Context: an optimization exercise on an open-source flow, tuned for small area. The choices shown serve that exercise and are no tape-out recipe.
Where RTL was checked, it was by simulation tests only, not by an equivalence proof against the original.
Power is estimated from default activity; no workload was simulated.

run a:
==> module TopModule, before the edit <==
module TopModule(
    input wire clk,
    input wire reset,
    input wire entry_sensor,
    input wire exit_sensor,
    input wire [1:0] exit_location,  
    output reg door_status_light,    
    output reg lot_full_light,       
    output wire [3:0] parking_state,
    output wire [7:0] seg_out,
    output wire [4:0] anode,
    input wire echo,
    output trig
);
    wire rise_2Hz, rise_4Hz, rise_500Hz;
    wire measure, trig_done;
    wire entry_pulse;
    wire exit_car;
    wire door_open, full_light;
    wire [3:0] n16;
    ClockDivider clock_divider (
        .clk(clk), .reset(reset), .b(n16),
        .rise_2Hz(rise_2Hz), .rise_4Hz(rise_4Hz), .rise_500Hz(rise_500Hz)
    );
    Debouncer entry_debouncer (
        .clk(clk), .reset(reset), .button(~entry_sensor), .debounce(entry_pulse)
    );
    refresher250ms refresher_inst (
        .clk(clk), .rst(reset), .b(n16), .measure(measure), .trig_done(trig_done)
    );
    UltraSonicSensor sensor (
        .clk(clk), .rst(reset), .measure(measure), .trig_done(trig_done),
        .echo(echo), .trig(trig), .exit_car(exit_car)
    );
    ParkingFSM parking_fsm (
        .clk(clk), .reset(reset),
        .entry_sensor(entry_pulse), .exit_sensor(exit_car), .exit_location(exit_location),
        .door_open(door_open), .full_light(full_light), .current_state(parking_state)
    );
    reg [4:0] door_step;
    wire door_end = ~|(door_step & 5'b10110);
    always @(posedge clk or posedge reset) begin
        if (reset) begin
            door_status_light <= 1'b0;
            door_step <= 5'b00000;
        end else if (door_open) begin
            door_status_light <= 1'b1;
            door_step <= 5'b00010;
        end else if (rise_4Hz && (door_status_light || !door_end)) begin
            door_status_light <= ~door_status_light;
            if (!door_status_light)
                door_step <= {door_step[3:0], ~(door_step[4] ^ door_step[0])};
        end
    end
    reg [1:0] full_step;
    always @(posedge clk or posedge reset) begin
        if (reset) begin
            lot_full_light <= 1'b0;
            full_step <= 2'b00;
        end else if (full_light) begin
            lot_full_light <= 1'b1;
            full_step <= 2'b11;
        end else if (rise_2Hz && (lot_full_light || full_step[1])) begin
            lot_full_light <= ~lot_full_light;
            if (!lot_full_light)
                full_step <= {full_step[0], 1'b0};
        end
    end
    SevenSegmentDisplay seven_segment_display (
        .clk(clk), .reset(reset), .tick(rise_500Hz), .slots(parking_state),
        .seg_out(seg_out), .anode(anode)
    );
endmodule
clock: 10.0 ns
lec_check: 0
cap_margin: 20
core_margin: 2
core_utilization: 40
slew_margin: 20
standard.sh (not shown) runs the stock make flow with config.mk's settings and CLKGATE_MAP_FILE= SYNTH_SCRIPT=/design/flow/synth_recipe.tcl, a recipe that flattens the netlist after the stock synthesis.
==> flow/flow/run.sh <==
#!/bin/bash
set -euo pipefail
export BUFFER_PORTS_ARGS="-buffer_cell sky130_fd_sc_hd__buf_1"
export CTS_ARGS="-sink_clustering_enable -repair_clock_nets -dont_use_dummy_load"
bash standard.sh finish > standard_flow.log 2>&1
#### Input delta (run b over run a)
--- a/flow/design.v
+++ b/flow/design.v
@@ -228,31 +228,30 @@
         .door_open(door_open), .full_light(full_light), .current_state(parking_state)
     );
-    reg [4:0] door_step;
-    wire door_end = ~|(door_step & 5'b10110);
+    reg [4:0] door_left;
     always @(posedge clk or posedge reset) begin
         if (reset) begin
             door_status_light <= 1'b0;
-            door_step <= 5'b00000;
+            door_left <= 5'd0;
         end else if (door_open) begin
             door_status_light <= 1'b1;
-            door_step <= 5'b00010;
-        end else if (rise_4Hz && (door_status_light || !door_end)) begin
+            door_left <= 5'd19;
+        end else if (rise_4Hz && (door_status_light || door_left != 5'd0)) begin
             door_status_light <= ~door_status_light;
             if (!door_status_light)
-                door_step <= {door_step[3:0], ~(door_step[4] ^ door_step[0])};
-        end
-    end
-    reg [1:0] full_step;
+                door_left <= door_left - 5'd1;
+        end
+    end
+    reg [1:0] full_left;
     always @(posedge clk or posedge reset) begin
         if (reset) begin
             lot_full_light <= 1'b0;
-            full_step <= 2'b00;
+            full_left <= 2'd0;
         end else if (full_light) begin
             lot_full_light <= 1'b1;
-            full_step <= 2'b11;
-        end else if (rise_2Hz && (lot_full_light || full_step[1])) begin
+            full_left <= 2'd2;
+        end else if (rise_2Hz && (lot_full_light || full_left != 2'd0)) begin
             lot_full_light <= ~lot_full_light;
             if (!lot_full_light)
-                full_step <= {full_step[0], 1'b0};
+                full_left <= full_left - 2'd1;
         end
     end
[summary]
- Diff run b..run a | wire length | negligible
- Comparing synthesized-area fraction occupied by and/or/nand/nor cells for run b and run a, the smaller number came from run a.
- Met3 global-route usage, run b and run a: smaller value in run b
- Taking run a as the reference, in run b sequential portion of the cell area ~0 delta, first-pass GRT wire length +about 1.6%, overall die width +0.36 um, data arrival time of the critical path +0.11 ns, full die area +about 0.7%.
- Re proportion of power drawn by the clock network: run b and run a aren't equal, and the lower value belongs to run b.
- Against run a, number of violations reported at the end of detailed-routing iteration 0 in run b rose by more than 10%.
- Sort run b and run a by via count normalized by instance count, ascending, and run a comes first.
- From run b to run a, initial antenna violation count did not move at all.
For run b, only the layout was checked, not whether the RTL still works.

-- separate check: timing with driven ports --
Ports are ideal in the flow. The routed layouts listed here were re-timed in OpenROAD.
Step 1 (the two cells are an assumption about what drives the block):
set clk [get_ports {clk}]
set_driving_cell -lib_cell sky130_fd_sc_hd__clkbuf_16 $clk
set_driving_cell -lib_cell sky130_fd_sc_hd__buf_2 [delete_from_list [all_inputs] $clk]
Step 2 times the ports against the registers' clock, not the clock port: input delays grow and output delays shrink by t, the midpoint of the rising clock arrivals with the driver on.
Slacks: ideal ports / drivers / drivers and shift; pairs: ideal ports / drivers.
run | t, ns | slack for setup (ns) | clock arrival spread, ns
run a | 0.370 | 5.782 / 5.752 / 6.123 | 0.033 / 0.033
run b | 0.373 | 5.666 / 5.637 / 6.010 | 0.033 / 0.034
After both steps setup and hold are still met in every run listed.
